This is an optimization exercise on Yosys and OpenROAD, whose aim is small area, a short achievable clock period and few clock cycles, not a production implementation.
For this run, only the layout was checked, not whether the RTL still works.
Power figures rest on the tool's default switching activity, not on a simulated workload.

File: flow/run.sh
#!/bin/bash
# synth_recipe.tcl (not shown) runs the flow's synth.tcl, then flattens the netlist and writes it again
# the make line also repeats each setting of config.mk as NAME=value (left out here)
make -C /OpenROAD-flow-scripts/flow DESIGN_CONFIG=/design/flow/config.mk WORK_HOME=/design/flow/orfs CLKGATE_MAP_FILE= SYNTH_SCRIPT=/design/flow/synth_recipe.tcl finish
File: flow/config.mk
export PLATFORM = sky130hd
export DESIGN_NAME = Conv
export DESIGN_NICKNAME = Conv
export VERILOG_FILES = /design/flow/design.v
export SDC_FILE = /design/flow/constraint.sdc
export NUM_CORES = 4
export LEC_CHECK = 0
export CAP_MARGIN = 20
export CORE_MARGIN = 2
export CORE_UTILIZATION = 70
export CTS_BUF_LIST = sky130_fd_sc_hd__clkbuf_8
export CTS_CLUSTER_DIAMETER = 100
export CTS_CLUSTER_SIZE = 40
export SETUP_SLACK_MARGIN = 3.5
export SLEW_MARGIN = 20
File: flow/constraint.sdc
create_clock -name core_clock -period 6.0 [get_ports {clk}]
set_input_delay 1.2000 -clock core_clock [delete_from_list [all_inputs] [get_ports {clk}]]
set_output_delay 1.2000 -clock core_clock [all_outputs]
set_load 0.01 [all_outputs]
File: flow/design.v
module Conv(
  clk,
  rst_n,
  image_valid,
  filter_valid,
  in_data,
  out_valid,
  out_data
);
input clk,rst_n,image_valid,filter_valid;
input [2:0] in_data;
output [8:0] out_data;
output logic out_valid;
function automatic [5:0] m3(input [2:0] a, input [2:0] b);
  case ({a, b})
    6'd0: m3 = 6'd0;
    6'd1: m3 = 6'd0;
    6'd2: m3 = 6'd0;
    6'd3: m3 = 6'd0;
    6'd4: m3 = 6'd0;
    6'd5: m3 = 6'd0;
    6'd6: m3 = 6'd0;
    6'd7: m3 = 6'd0;
    6'd8: m3 = 6'd0;
    6'd9: m3 = 6'd1;
    6'd10: m3 = 6'd2;
    6'd11: m3 = 6'd3;
    6'd12: m3 = 6'd4;
    6'd13: m3 = 6'd5;
    6'd14: m3 = 6'd6;
    6'd15: m3 = 6'd7;
    6'd16: m3 = 6'd0;
    6'd17: m3 = 6'd2;
    6'd18: m3 = 6'd4;
    6'd19: m3 = 6'd6;
    6'd20: m3 = 6'd8;
    6'd21: m3 = 6'd10;
    6'd22: m3 = 6'd12;
    6'd23: m3 = 6'd14;
    6'd24: m3 = 6'd0;
    6'd25: m3 = 6'd3;
    6'd26: m3 = 6'd6;
    6'd27: m3 = 6'd9;
    6'd28: m3 = 6'd12;
    6'd29: m3 = 6'd15;
    6'd30: m3 = 6'd18;
    6'd31: m3 = 6'd21;
    6'd32: m3 = 6'd0;
    6'd33: m3 = 6'd4;
    6'd34: m3 = 6'd8;
    6'd35: m3 = 6'd12;
    6'd36: m3 = 6'd16;
    6'd37: m3 = 6'd20;
    6'd38: m3 = 6'd24;
    6'd39: m3 = 6'd28;
    6'd40: m3 = 6'd0;
    6'd41: m3 = 6'd5;
    6'd42: m3 = 6'd10;
    6'd43: m3 = 6'd15;
    6'd44: m3 = 6'd20;
    6'd45: m3 = 6'd25;
    6'd46: m3 = 6'd30;
    6'd47: m3 = 6'd35;
    6'd48: m3 = 6'd0;
    6'd49: m3 = 6'd6;
    6'd50: m3 = 6'd12;
    6'd51: m3 = 6'd18;
    6'd52: m3 = 6'd24;
    6'd53: m3 = 6'd30;
    6'd54: m3 = 6'd36;
    6'd55: m3 = 6'd42;
    6'd56: m3 = 6'd0;
    6'd57: m3 = 6'd7;
    6'd58: m3 = 6'd14;
    6'd59: m3 = 6'd21;
    6'd60: m3 = 6'd28;
    6'd61: m3 = 6'd35;
    6'd62: m3 = 6'd42;
    6'd63: m3 = 6'd49;
  endcase
endfunction
logic [2:0] f [0:8];     
logic [2:0] q [0:15];    
logic [5:0] cnt;         
logic [7:0] U1_s, U1_c;
logic [7:0] U2_s, U2_c;
logic [8:0] S_s, S_c;
logic [5:0] Z;           
logic [8:0] C;           
logic [8:0] M0, M1, M2;  
logic v0, v1;            
logic codd, first, last;  
wire u1_1 = (f[0][0] & q[15][0]) ^ (f[1][0] & q[14][0]);
wire u1_2 = (f[0][0] & q[15][0]) & (f[1][0] & q[14][0]);
wire u1_3 = (f[0][0] & q[15][1]) ^ (f[0][1] & q[15][0]) ^ (f[1][0] & q[14][1]);
wire u1_4 = ((f[0][0] & q[15][1]) ^ (f[0][1] & q[15][0])) ? (f[1][0] & q[14][1]) : (f[0][0] & q[15][1]);
wire u1_5 = (f[1][1] & q[14][0]) ^ (f[2][0] & q[13][1]) ^ (f[2][1] & q[13][0]);
wire u1_6 = ((f[1][1] & q[14][0]) ^ (f[2][0] & q[13][1])) ? (f[2][1] & q[13][0]) : (f[1][1] & q[14][0]);
wire u1_7 = u1_2 ^ u1_3;
wire u1_8 = u1_2 & u1_3;
wire u1_9 = (f[0][0] & q[15][2]) ^ (f[0][1] & q[15][1]) ^ (f[0][2] & q[15][0]);
wire u1_10 = ((f[0][0] & q[15][2]) ^ (f[0][1] & q[15][1])) ? (f[0][2] & q[15][0]) : (f[0][0] & q[15][2]);
wire u1_11 = (f[1][0] & q[14][2]) ^ (f[1][1] & q[14][1]) ^ (f[1][2] & q[14][0]);
wire u1_12 = ((f[1][0] & q[14][2]) ^ (f[1][1] & q[14][1])) ? (f[1][2] & q[14][0]) : (f[1][0] & q[14][2]);
wire u1_13 = (f[2][0] & q[13][2]) ^ (f[2][1] & q[13][1]) ^ (f[2][2] & q[13][0]);
wire u1_14 = ((f[2][0] & q[13][2]) ^ (f[2][1] & q[13][1])) ? (f[2][2] & q[13][0]) : (f[2][0] & q[13][2]);
wire u1_15 = u1_4 ^ u1_6 ^ u1_11;
wire u1_16 = (u1_4 ^ u1_6) ? u1_11 : u1_4;
wire u1_17 = u1_13 ^ u1_9 ^ u1_8;
wire u1_18 = (u1_13 ^ u1_9) ? u1_8 : u1_13;
wire u1_19 = (f[0][1] & q[15][2]) ^ (f[0][2] & q[15][1]) ^ (f[1][1] & q[14][2]);
wire u1_20 = ((f[0][1] & q[15][2]) ^ (f[0][2] & q[15][1])) ? (f[1][1] & q[14][2]) : (f[0][1] & q[15][2]);
wire u1_21 = (f[1][2] & q[14][1]) ^ (f[2][1] & q[13][2]) ^ (f[2][2] & q[13][1]);
wire u1_22 = ((f[1][2] & q[14][1]) ^ (f[2][1] & q[13][2])) ? (f[2][2] & q[13][1]) : (f[1][2] & q[14][1]);
wire u1_23 = u1_10 ^ u1_12 ^ u1_14;
wire u1_24 = (u1_10 ^ u1_12) ? u1_14 : u1_10;
wire u1_25 = u1_19 ^ u1_21 ^ u1_16;
wire u1_26 = (u1_19 ^ u1_21) ? u1_16 : u1_19;
wire u1_27 = u1_23 ^ u1_18;
wire u1_28 = u1_23 & u1_18;
wire u1_29 = (f[0][2] & q[15][2]) ^ (f[1][2] & q[14][2]) ^ (f[2][2] & q[13][2]);
wire u1_30 = ((f[0][2] & q[15][2]) ^ (f[1][2] & q[14][2])) ? (f[2][2] & q[13][2]) : (f[0][2] & q[15][2]);
wire u1_31 = u1_20 ^ u1_22 ^ u1_29;
wire u1_32 = (u1_20 ^ u1_22) ? u1_29 : u1_20;
wire u1_33 = u1_24 ^ u1_31 ^ u1_28;
wire u1_34 = (u1_24 ^ u1_31) ? u1_28 : u1_24;
wire u1_35 = u1_30 ^ u1_32;
wire u1_36 = u1_30 & u1_32;
wire [7:0] u1_a = {1'b0, u1_36, u1_35, u1_26, u1_25, u1_15, u1_5, (f[2][0] & q[13][0])};
wire [7:0] u1_b = {1'b0, 1'b0, u1_34, u1_33, u1_27, u1_17, u1_7, u1_1};
wire u2_1 = U1_c[0] ^ U1_s[0] ^ (f[3][0] & q[8][0]);
wire u2_2 = (U1_c[0] ^ U1_s[0]) ? (f[3][0] & q[8][0]) : U1_c[0];
wire u2_3 = U1_c[1] ^ U1_s[1] ^ (f[3][0] & q[8][1]);
wire u2_4 = (U1_c[1] ^ U1_s[1]) ? (f[3][0] & q[8][1]) : U1_c[1];
wire u2_5 = (f[3][1] & q[8][0]) ^ (f[4][0] & q[7][1]) ^ (f[4][1] & q[7][0]);
wire u2_6 = ((f[3][1] & q[8][0]) ^ (f[4][0] & q[7][1])) ? (f[4][1] & q[7][0]) : (f[3][1] & q[8][0]);
wire u2_7 = u2_2 ^ u2_3;
wire u2_8 = u2_2 & u2_3;
wire u2_9 = U1_c[2] ^ U1_s[2] ^ (f[3][0] & q[8][2]);
wire u2_10 = (U1_c[2] ^ U1_s[2]) ? (f[3][0] & q[8][2]) : U1_c[2];
wire u2_11 = (f[3][1] & q[8][1]) ^ (f[3][2] & q[8][0]) ^ (f[4][0] & q[7][2]);
wire u2_12 = ((f[3][1] & q[8][1]) ^ (f[3][2] & q[8][0])) ? (f[4][0] & q[7][2]) : (f[3][1] & q[8][1]);
wire u2_13 = (f[4][1] & q[7][1]) ^ (f[4][2] & q[7][0]) ^ u2_4;
wire u2_14 = ((f[4][1] & q[7][1]) ^ (f[4][2] & q[7][0])) ? u2_4 : (f[4][1] & q[7][1]);
wire u2_15 = u2_6 ^ u2_11 ^ u2_9;
wire u2_16 = (u2_6 ^ u2_11) ? u2_9 : u2_6;
wire u2_17 = u2_8 ^ u2_13;
wire u2_18 = u2_8 & u2_13;
wire u2_19 = U1_c[3] ^ U1_s[3] ^ (f[3][1] & q[8][2]);
wire u2_20 = (U1_c[3] ^ U1_s[3]) ? (f[3][1] & q[8][2]) : U1_c[3];
wire u2_21 = (f[3][2] & q[8][1]) ^ (f[4][1] & q[7][2]) ^ (f[4][2] & q[7][1]);
wire u2_22 = ((f[3][2] & q[8][1]) ^ (f[4][1] & q[7][2])) ? (f[4][2] & q[7][1]) : (f[3][2] & q[8][1]);
wire u2_23 = u2_10 ^ u2_12 ^ u2_19;
wire u2_24 = (u2_10 ^ u2_12) ? u2_19 : u2_10;
wire u2_25 = u2_21 ^ u2_14 ^ u2_16;
wire u2_26 = (u2_21 ^ u2_14) ? u2_16 : u2_21;
wire u2_27 = u2_23 ^ u2_18;
wire u2_28 = u2_23 & u2_18;
wire u2_29 = U1_c[4] ^ U1_s[4] ^ (f[3][2] & q[8][2]);
wire u2_30 = (U1_c[4] ^ U1_s[4]) ? (f[3][2] & q[8][2]) : U1_c[4];
wire u2_31 = (f[4][2] & q[7][2]) ^ u2_20 ^ u2_22;
wire u2_32 = ((f[4][2] & q[7][2]) ^ u2_20) ? u2_22 : (f[4][2] & q[7][2]);
wire u2_33 = u2_29 ^ u2_24 ^ u2_31;
wire u2_34 = (u2_29 ^ u2_24) ? u2_31 : u2_29;
wire u2_35 = u2_28 ^ u2_26;
wire u2_36 = u2_28 & u2_26;
wire u2_37 = U1_c[5] ^ U1_s[5] ^ u2_30;
wire u2_38 = (U1_c[5] ^ U1_s[5]) ? u2_30 : U1_c[5];
wire u2_39 = u2_32 ^ u2_37 ^ u2_34;
wire u2_40 = (u2_32 ^ u2_37) ? u2_34 : u2_32;
wire u2_41 = U1_c[6] ^ U1_s[6] ^ u2_38;
wire u2_42 = (U1_c[6] ^ U1_s[6]) ? u2_38 : U1_c[6];
wire u2_43 = U1_c[7] ^ U1_s[7];
wire u2_44 = U1_c[7] & U1_s[7];
wire [7:0] u2_a = {u2_43, u2_41, u2_36, u2_33, u2_25, u2_15, u2_5, (f[4][0] & q[7][0])};
wire [7:0] u2_b = {u2_42, u2_40, u2_39, u2_35, u2_27, u2_17, u2_7, u2_1};
wire s_1 = U2_c[0] ^ U2_s[0] ^ (f[5][0] & q[7][0]);
wire s_2 = (U2_c[0] ^ U2_s[0]) ? (f[5][0] & q[7][0]) : U2_c[0];
wire s_3 = (f[6][0] & q[1][0]) ^ (f[7][0] & q[0][0]);
wire s_4 = (f[6][0] & q[1][0]) & (f[7][0] & q[0][0]);
wire s_5 = U2_c[1] ^ U2_s[1] ^ (f[5][0] & q[7][1]);
wire s_6 = (U2_c[1] ^ U2_s[1]) ? (f[5][0] & q[7][1]) : U2_c[1];
wire s_7 = (f[5][1] & q[7][0]) ^ (f[6][0] & q[1][1]) ^ (f[6][1] & q[1][0]);
wire s_8 = ((f[5][1] & q[7][0]) ^ (f[6][0] & q[1][1])) ? (f[6][1] & q[1][0]) : (f[5][1] & q[7][0]);
wire s_9 = (f[7][0] & q[0][1]) ^ (f[7][1] & q[0][0]) ^ s_4;
wire s_10 = ((f[7][0] & q[0][1]) ^ (f[7][1] & q[0][0])) ? s_4 : (f[7][0] & q[0][1]);
wire s_11 = s_2 ^ s_5 ^ s_7;
wire s_12 = (s_2 ^ s_5) ? s_7 : s_2;
wire s_13 = U2_c[2] ^ U2_s[2] ^ (f[5][0] & q[7][2]);
wire s_14 = (U2_c[2] ^ U2_s[2]) ? (f[5][0] & q[7][2]) : U2_c[2];
wire s_15 = (f[5][1] & q[7][1]) ^ (f[5][2] & q[7][0]) ^ (f[6][0] & q[1][2]);
wire s_16 = ((f[5][1] & q[7][1]) ^ (f[5][2] & q[7][0])) ? (f[6][0] & q[1][2]) : (f[5][1] & q[7][1]);
wire s_17 = (f[6][1] & q[1][1]) ^ (f[6][2] & q[1][0]) ^ (f[7][0] & q[0][2]);
wire s_18 = ((f[6][1] & q[1][1]) ^ (f[6][2] & q[1][0])) ? (f[7][0] & q[0][2]) : (f[6][1] & q[1][1]);
wire s_19 = (f[7][1] & q[0][1]) ^ (f[7][2] & q[0][0]) ^ s_6;
wire s_20 = ((f[7][1] & q[0][1]) ^ (f[7][2] & q[0][0])) ? s_6 : (f[7][1] & q[0][1]);
wire s_21 = s_8 ^ s_13 ^ s_15;
wire s_22 = (s_8 ^ s_13) ? s_15 : s_8;
wire s_23 = s_17 ^ s_10 ^ s_12;
wire s_24 = (s_17 ^ s_10) ? s_12 : s_17;
wire s_25 = s_19 ^ s_21;
wire s_26 = s_19 & s_21;
wire s_27 = U2_c[3] ^ U2_s[3] ^ (f[5][1] & q[7][2]);
wire s_28 = (U2_c[3] ^ U2_s[3]) ? (f[5][1] & q[7][2]) : U2_c[3];
wire s_29 = (f[5][2] & q[7][1]) ^ (f[6][1] & q[1][2]) ^ (f[6][2] & q[1][1]);
wire s_30 = ((f[5][2] & q[7][1]) ^ (f[6][1] & q[1][2])) ? (f[6][2] & q[1][1]) : (f[5][2] & q[7][1]);
wire s_31 = (f[7][1] & q[0][2]) ^ (f[7][2] & q[0][1]) ^ s_14;
wire s_32 = ((f[7][1] & q[0][2]) ^ (f[7][2] & q[0][1])) ? s_14 : (f[7][1] & q[0][2]);
wire s_33 = s_16 ^ s_18 ^ s_27;
wire s_34 = (s_16 ^ s_18) ? s_27 : s_16;
wire s_35 = s_29 ^ s_20 ^ s_22;
wire s_36 = (s_29 ^ s_20) ? s_22 : s_29;
wire s_37 = s_31 ^ s_33 ^ s_26;
wire s_38 = (s_31 ^ s_33) ? s_26 : s_31;
wire s_39 = s_24 ^ s_35;
wire s_40 = s_24 & s_35;
wire s_41 = U2_c[4] ^ U2_s[4] ^ (f[5][2] & q[7][2]);
wire s_42 = (U2_c[4] ^ U2_s[4]) ? (f[5][2] & q[7][2]) : U2_c[4];
wire s_43 = (f[6][2] & q[1][2]) ^ (f[7][2] & q[0][2]) ^ s_28;
wire s_44 = ((f[6][2] & q[1][2]) ^ (f[7][2] & q[0][2])) ? s_28 : (f[6][2] & q[1][2]);
wire s_45 = s_30 ^ s_41 ^ s_32;
wire s_46 = (s_30 ^ s_41) ? s_32 : s_30;
wire s_47 = s_34 ^ s_43 ^ s_36;
wire s_48 = (s_34 ^ s_43) ? s_36 : s_34;
wire s_49 = s_45 ^ s_38 ^ s_40;
wire s_50 = (s_45 ^ s_38) ? s_40 : s_45;
wire s_51 = U2_c[5] ^ U2_s[5] ^ s_42;
wire s_52 = (U2_c[5] ^ U2_s[5]) ? s_42 : U2_c[5];
wire s_53 = s_44 ^ s_51 ^ s_46;
wire s_54 = (s_44 ^ s_51) ? s_46 : s_44;
wire s_55 = s_48 ^ s_53;
wire s_56 = s_48 & s_53;
wire s_57 = U2_c[6] ^ U2_s[6] ^ s_52;
wire s_58 = (U2_c[6] ^ U2_s[6]) ? s_52 : U2_c[6];
wire s_59 = s_57 ^ s_54;
wire s_60 = s_57 & s_54;
wire s_61 = U2_c[7] ^ U2_s[7] ^ s_58;
wire s_62 = (U2_c[7] ^ U2_s[7]) ? s_58 : U2_c[7];
wire [8:0] s_a = {s_62, s_61, s_56, s_50, s_47, s_37, s_25, s_9, s_3};
wire [8:0] s_b = {1'b0, s_60, s_59, s_55, s_49, s_39, s_23, s_11, s_1};
wire c_1 = S_c[0] ^ S_s[0];
wire c_2 = S_c[0] & S_s[0];
wire c_3 = S_c[1] ^ S_s[1] ^ Z[1];
wire c_4 = (S_c[1] ^ S_s[1]) ? Z[1] : S_c[1];
wire c_5 = S_c[2] ^ S_s[2] ^ Z[2];
wire c_6 = (S_c[2] ^ S_s[2]) ? Z[2] : S_c[2];
wire c_7 = S_c[3] ^ S_s[3] ^ Z[3];
wire c_8 = (S_c[3] ^ S_s[3]) ? Z[3] : S_c[3];
wire c_9 = S_c[4] ^ S_s[4] ^ Z[4];
wire c_10 = (S_c[4] ^ S_s[4]) ? Z[4] : S_c[4];
wire c_11 = S_c[5] ^ S_s[5] ^ Z[5];
wire c_12 = (S_c[5] ^ S_s[5]) ? Z[5] : S_c[5];
wire c_13 = S_c[6] ^ S_s[6];
wire c_14 = S_c[6] & S_s[6];
wire c_15 = S_c[7] ^ S_s[7];
wire c_16 = S_c[7] & S_s[7];
wire c_17 = S_c[8] ^ S_s[8];
wire c_18 = S_c[8] & S_s[8];
wire [8:0] c_a = {c_16, c_14, c_13, c_10, c_8, c_6, c_4, c_2, Z[0]};
wire [8:0] c_b = {c_17, c_15, c_12, c_11, c_9, c_7, c_5, c_3, c_1};
wire csum_g0_0 = c_a[0] & c_b[0];
wire csum_p0_0 = c_a[0] ^ c_b[0];
wire csum_g0_1 = c_a[1] & c_b[1];
wire csum_p0_1 = c_a[1] ^ c_b[1];
wire csum_g0_2 = c_a[2] & c_b[2];
wire csum_p0_2 = c_a[2] ^ c_b[2];
wire csum_g0_3 = c_a[3] & c_b[3];
wire csum_p0_3 = c_a[3] ^ c_b[3];
wire csum_g0_4 = c_a[4] & c_b[4];
wire csum_p0_4 = c_a[4] ^ c_b[4];
wire csum_g0_5 = c_a[5] & c_b[5];
wire csum_p0_5 = c_a[5] ^ c_b[5];
wire csum_g0_6 = c_a[6] & c_b[6];
wire csum_p0_6 = c_a[6] ^ c_b[6];
wire csum_g0_7 = c_a[7] & c_b[7];
wire csum_p0_7 = c_a[7] ^ c_b[7];
wire csum_g0_8 = c_a[8] & c_b[8];
wire csum_p0_8 = c_a[8] ^ c_b[8];
wire csum_g1_1 = csum_g0_1 | (csum_p0_1 & csum_g0_0);
wire csum_g1_2 = csum_g0_2 | (csum_p0_2 & csum_g0_1);
wire csum_p1_2 = csum_p0_2 & csum_p0_1;
wire csum_g1_3 = csum_g0_3 | (csum_p0_3 & csum_g0_2);
wire csum_p1_3 = csum_p0_3 & csum_p0_2;
wire csum_g1_4 = csum_g0_4 | (csum_p0_4 & csum_g0_3);
wire csum_p1_4 = csum_p0_4 & csum_p0_3;
wire csum_g1_5 = csum_g0_5 | (csum_p0_5 & csum_g0_4);
wire csum_p1_5 = csum_p0_5 & csum_p0_4;
wire csum_g1_6 = csum_g0_6 | (csum_p0_6 & csum_g0_5);
wire csum_p1_6 = csum_p0_6 & csum_p0_5;
wire csum_g1_7 = csum_g0_7 | (csum_p0_7 & csum_g0_6);
wire csum_p1_7 = csum_p0_7 & csum_p0_6;
wire csum_g1_8 = csum_g0_8 | (csum_p0_8 & csum_g0_7);
wire csum_p1_8 = csum_p0_8 & csum_p0_7;
wire csum_g2_2 = csum_g1_2 | (csum_p1_2 & csum_g0_0);
wire csum_g2_3 = csum_g1_3 | (csum_p1_3 & csum_g1_1);
wire csum_g2_4 = csum_g1_4 | (csum_p1_4 & csum_g1_2);
wire csum_p2_4 = csum_p1_4 & csum_p1_2;
wire csum_g2_5 = csum_g1_5 | (csum_p1_5 & csum_g1_3);
wire csum_p2_5 = csum_p1_5 & csum_p1_3;
wire csum_g2_6 = csum_g1_6 | (csum_p1_6 & csum_g1_4);
wire csum_p2_6 = csum_p1_6 & csum_p1_4;
wire csum_g2_7 = csum_g1_7 | (csum_p1_7 & csum_g1_5);
wire csum_p2_7 = csum_p1_7 & csum_p1_5;
wire csum_g2_8 = csum_g1_8 | (csum_p1_8 & csum_g1_6);
wire csum_p2_8 = csum_p1_8 & csum_p1_6;
wire csum_g3_4 = csum_g2_4 | (csum_p2_4 & csum_g0_0);
wire csum_g3_5 = csum_g2_5 | (csum_p2_5 & csum_g1_1);
wire csum_g3_6 = csum_g2_6 | (csum_p2_6 & csum_g2_2);
wire csum_g3_7 = csum_g2_7 | (csum_p2_7 & csum_g2_3);
wire csum_g3_8 = csum_g2_8 | (csum_p2_8 & csum_g2_4);
wire csum_p3_8 = csum_p2_8 & csum_p2_4;
wire csum_g4_8 = csum_g3_8 | (csum_p3_8 & csum_g0_0);
wire [8:0] csum = {(csum_p0_8 ^ csum_g3_7), (csum_p0_7 ^ csum_g3_6), (csum_p0_6 ^ csum_g3_5), (csum_p0_5 ^ csum_g3_4), (csum_p0_4 ^ csum_g2_3), (csum_p0_3 ^ csum_g2_2), (csum_p0_2 ^ csum_g1_1), (csum_p0_1 ^ csum_g0_0), csum_p0_0};
wire [2:0] cc = cnt[2:0];
wire rodd = cnt[3] ^ (cc == 3'd0);
always_ff @(posedge clk) begin
  if (filter_valid) begin
    for (int k = 0; k < 8; k++) f[k] <= f[k+1];
    f[8] <= in_data;
  end
  if (image_valid) begin
    q[0] <= in_data;
    for (int k = 1; k < 16; k++) q[k] <= q[k-1];
    U1_s <= u1_a;
    U1_c <= u1_b;
    U2_s <= u2_a;
    U2_c <= u2_b;
  end
  S_s <= s_a;
  S_c <= s_b;
  Z <= m3(f[8], in_data);
  C <= csum;
  codd  <= ~cc[0];
  first <= ~rodd & cc[0];
  last  <= rodd & ~cc[0];
end
logic [8:0] mx;
wire gt = C > M0;
always_comb mx = gt ? C : M0;
always_ff @(posedge clk) begin
  if (v1) begin
    if (codd) begin
      M0 <= M1;
      M1 <= M2;
      M2 <= mx;
    end else if (first || gt) begin
      M0 <= C;
    end
  end
end
assign out_data = M2;
wire [2:0] row = cnt[5:3];
wire [2:0] col = cnt[2:0];
always_ff @(posedge clk or negedge rst_n) begin
  if (!rst_n) begin
    cnt <= 0;
    v0 <= 0;
    v1 <= 0;
    out_valid <= 0;
  end else begin
    if (image_valid) cnt <= cnt + 1;
    v0 <= image_valid & (row[2] | row[1]) & (col[2] | col[1]);
    v1 <= v0;
    out_valid <= v1 & last;
  end
end
endmodule
==> results.txt <==
timing repair:
action / CTS / global route
pin swaps: 0 / 0
buffers inserted: 0 / 3
endpoints found under the setup margin: 10 / 22
resized for setup: 10 / 3
worst reg2reg max path: cells and delay by family (launching register included):
family | cells | cell delay [ns]
adders and majority gates | 4 | 1.40
DFF | 1 | 0.53
AOI/OAI and AO/OA | 1 | 0.20
and+or+nand+nor | 1 | 0.14
per-stage QoR:
stage,total power (uW),util [%],cells
after floorplan,2840,-,661
after global placement,3090,75.0,815
after detailed placement,3150,75.0,815
after CTS,4030,78.6,847
after global routing,4260,78.9,850
final,4010,78.9,850
worst min path at each step:
stage / endpoint / slack (ns)
4_1_cts: v1$_DFF_PN0_ / 0.36
3_3_place_gp: v1$_DFF_PN0_ / 0.35
3_5_place_dp: v1$_DFF_PN0_ / 0.34
6_report: v1$_DFF_PN0_ / 0.36
5_1_grt: v1$_DFF_PN0_ / 0.38
2_1_floorplan: v1$_DFF_PN0_ / 0.33
cells in the final DEF, fill, tap and decap left out, drive strengths merged, types with 3 or more instances in the layout:
cell type      instances
clkbuf                17
inv                   30
clkdlybuf4s50          3
clkinv                 7
a21boi                 3
xor2                  29
nand3                  6
edfxtp               130
o21a                   3
bufinv                 5
nand2                 93
nor2                  24
nor2b                  3
a21oi                 25
o21ai                 27
dlygate4sd2           10
a21o                   5
buf                    6
dfxtp                 35
ha                    39
mux2                  18
maj3                  37
o21bai                 4
and2                  16
dfrtp                  9
xnor2                107
report_power, final:
group	switching (uW)	total (uW)	internal [uW]
clock	388	875	487
combinational	660	1340	676
sequential	188	1800	1610
total	1240	4010	2770
cell type report:
cell class | count | area (um^2)
sequential | 174 | 4830
clock buffer | 17 | 234
inverter | 28 | 105
tap | 143 | 179
timing repair buffer | 20 | 173
fill | 657 | 2430
clock inverter | 15 | 200
multi-input combinational | 453 | 3370
registers in the layout, summed over array words and instances (netlist names):
signal,cells
U1_c,6
U1_s,7
S_c,8
cnt,6
U2_s,7
M2,9
U2_c,8
q,48
S_s,9
first,1
M1,9
Z,6
v1,1
out_valid,1
M0,9
f,27
C,9
codd,1
v0,1
last,1
per-layer routing:
layer / track usage [%] / wire length (um) / vias up
li1: - / - / 2361
met1: 32.0 / 6640 / 2277
met2: 34.9 / 6250 / 104
met3: 6.27 / 659 / 17
met4: 6.91 / 151 / 0
met5: 0 / 0 / -
kinds of logic (layout without fill, tap and decap cells):
| group | count (synthesis) | in the layout |
|---|---|---|
| AND/OR/NAND/NOR | 147 | 147 |
| flip-flops | 174 | 174 |
| AO/OA/AOI/OAI | 73 | 73 |
| adder cells (fa/ha/maj) | 77 | 77 |
| XOR/XNOR | 136 | 136 |
| multiplexers | 20 | 20 |
| buffers and inverters | 34 | 80 |
==> impl_results.md <==
* Area delta synth->final at 9.17%
* DRC violation count after routing at 0
* Largest area contributor in the netlist: sky130_fd_sc_hd__edfxtp_1
* Number of antenna violations at the first check in global routing at 0
* Detailed Route Iter0 Violations at 320
* Standard cell with the maximum stage delay on the critical path: sky130_fd_sc_hd__clkdlybuf4s50_1
* Synth cell count leaders: sky130_fd_sc_hd__edfxtp_1, sky130_fd_sc_hd__xnor2_1, sky130_fd_sc_hd__nand2_1
* CP Buf/Inv Count at 2
* Max-slew violation count at 0
* Outcome: complete, no violations
* Average footprint of a synthesized cell at 12.6 um^2
* Number of hold buffers added after cts at 0
* Synth warn at 3
* Width of the die at 113 um
* Worst min path class: reg2reg
* Number of cells on the worst hold path at 0
* RSZ-0062 raised after global routing: no
* Initial Utilization at 72.3%
* Die height at 113 um
* Number of buffers on the longest clock path at 2
* Clock sink count at 174
* Origin of the worst setup path: in_data[0]
* Final count of hold timing violations at 0
* Syn nets at between 700 and 800
* Highest fanout seen on the critical path at 6
* Post-synth design cell area at 0.00833 mm^2
* Number of levels in the clock H-tree at 4
* Final min period at ~2.4 ns
* Overflow left after global routing at 0
* Most numerous cell in the Yosys netlist: sky130_fd_sc_hd__edfxtp_1
* Number of cells on the worst reg-to-reg path at 6
* Most used DFF post-synth: sky130_fd_sc_hd__edfxtp_1
* TritonCTS clock tree: yes
* Leading post-synthesis cells by cell area: sky130_fd_sc_hd__edfxtp_1, sky130_fd_sc_hd__xnor2_1, sky130_fd_sc_hd__dfxtp_1
* Launch instance of the worst register-to-register path: q[7][1]$_DFFE_PP_
* Post-detailed-placement half-perimeter wirelength at 9.76 mm
* Max-cap violations at 0
* Number of failing setup endpoints in the final timing report at 0
* Buffers on Ports at 16
* Post-synthesis sequential element count at 174
* Final std cell area, no fill at 0.00909 mm^2
* Wire length of the first global-routing pass at 22.3 mm
* Tightest Pin Transition at between 0.9 and 1 ns
* Minimum hold slack at about 0.36 ns
* I/O pins at 17
* Synth Area in Adders at 10.6%
* Antenna diode count at 0
* Maximum achievable frequency at approximately 0.41 GHz
* Detail Route Antenna Nets at 0
* Worst vdd rail ir drop at between 0.3 and 0.4 mV
* Share of the clock period used by the worst path after layout at roughly 41%
* RePlAce Congestion at 0.826
* Sum of negative setup slack at 0 ns
* Average wire per standard cell at 16.1 um
* Arrival time worst endpoint at 2.74 ns
* Number of distinct library cells after synthesis at about 40
* Termination of the worst setup path: Z[3]$_DFF_P_
* Power density cells at roughly 440 mW/mm^2
* Placed Instance Area at 0.00863 mm^2
* Number of enable flip-flop cells after synthesis at 130
* Slew headroom at 33.7%
* Area of the die at between 0.01 and 0.015 mm^2
* Startpoint type of the worst setup path: primary input
* Main combinational cell family by area after synthesis: XOR/XNOR gates
* Maximum number of pins on one net before global-route repair at 84
* Synthesized-area fraction occupied by and/or/nand/nor cells at 7.53%
* Clock insertion delay at the later pin of the skew report at 0.44 ns
* Worst Min Path Start: v0$_DFF_PN0_
* Share of synthesized area occupied by flip-flops and latches at between 50% and 60%
* Worst path required time at 6.30 ns
* CP cell instances: clkdlybuf4s50_1 -> inv_1 -> ha_1 -> mux2_2 -> nand2_1 -> o21ai_0
* Worst-case register-to-register setup slack at 3.64 ns
* Place WS at 3.11 ns
* Number of rows created at floorplan at 39
* Multiplexer area fraction after synthesis at 2.68%
* Clock skew at around 0.0085 ns
* Core area at around 0.012 mm^2
* Levels on crit path at 6
* Via count at 4,759
* Post-synthesis compound-gate area fraction at 5.23%
* Biggest cell delay along the critical path at 0.59 ns
* Top Family by Delay on Critical Path: buffers and inverters
* CTS Buf Count at 17
* # nets final at 741
* Vias per std cell at 5.60
* CTS Root Buffer Type: sky130_fd_sc_hd__clkbuf_8
* Fraction of layout cells with a size suffix above 1 at 8.77%
* Proportion of register bits with asynchronous set or reset after synthesis at 5.17%
* Total Routing Usage GR at 22.7%
* Fraction of post-synthesis cell area in the top cell type by area at 46.9%
* Via count of the first global-routing pass at 4,687
* Crit path setup slack, layout at 3.56 ns
* Drt pass-1 iters at 15
* Worst-path clk slew at roughly 0.08 ns
* Nature of the critical path endpoint: flip-flop
* Post-detailed-routing wire length at 13.7 mm
* Kind of critical path: in2reg
* Post-synthesis share of cell area spent on xor and xnor gates at 14.3%
* End of the worst register-to-register path: S_c[5]$_DFF_P_
* Mapped Cells at 661
* Static leakage at 0.00344 uW

==> static timing again, ports no longer ideal <==
In the flow no input, the clock included, has a driving cell. The finished layout below was timed again as built, in two steps.
Step 1, drivers: a clkbuf_16 drives clk and a buf_2 each remaining input, both assumed.
Step 2, shift: input delay + t, output delay - t, t = (earliest + latest rising clock arrival at the registers) / 2. This alone moves slack from input paths to output paths.
a / b / c = ideal / step 1 / step 2; a / b = the first two.
shift t [ns]: 0.473
setup slack, ns: 3.564 / 3.576 / 3.102
worst data-port slew with drivers (ns): 0.03
After both steps setup and hold are still met in this run. The setup slack of this run moves by +0.012 ns with the drivers and by -0.462 ns with both steps.
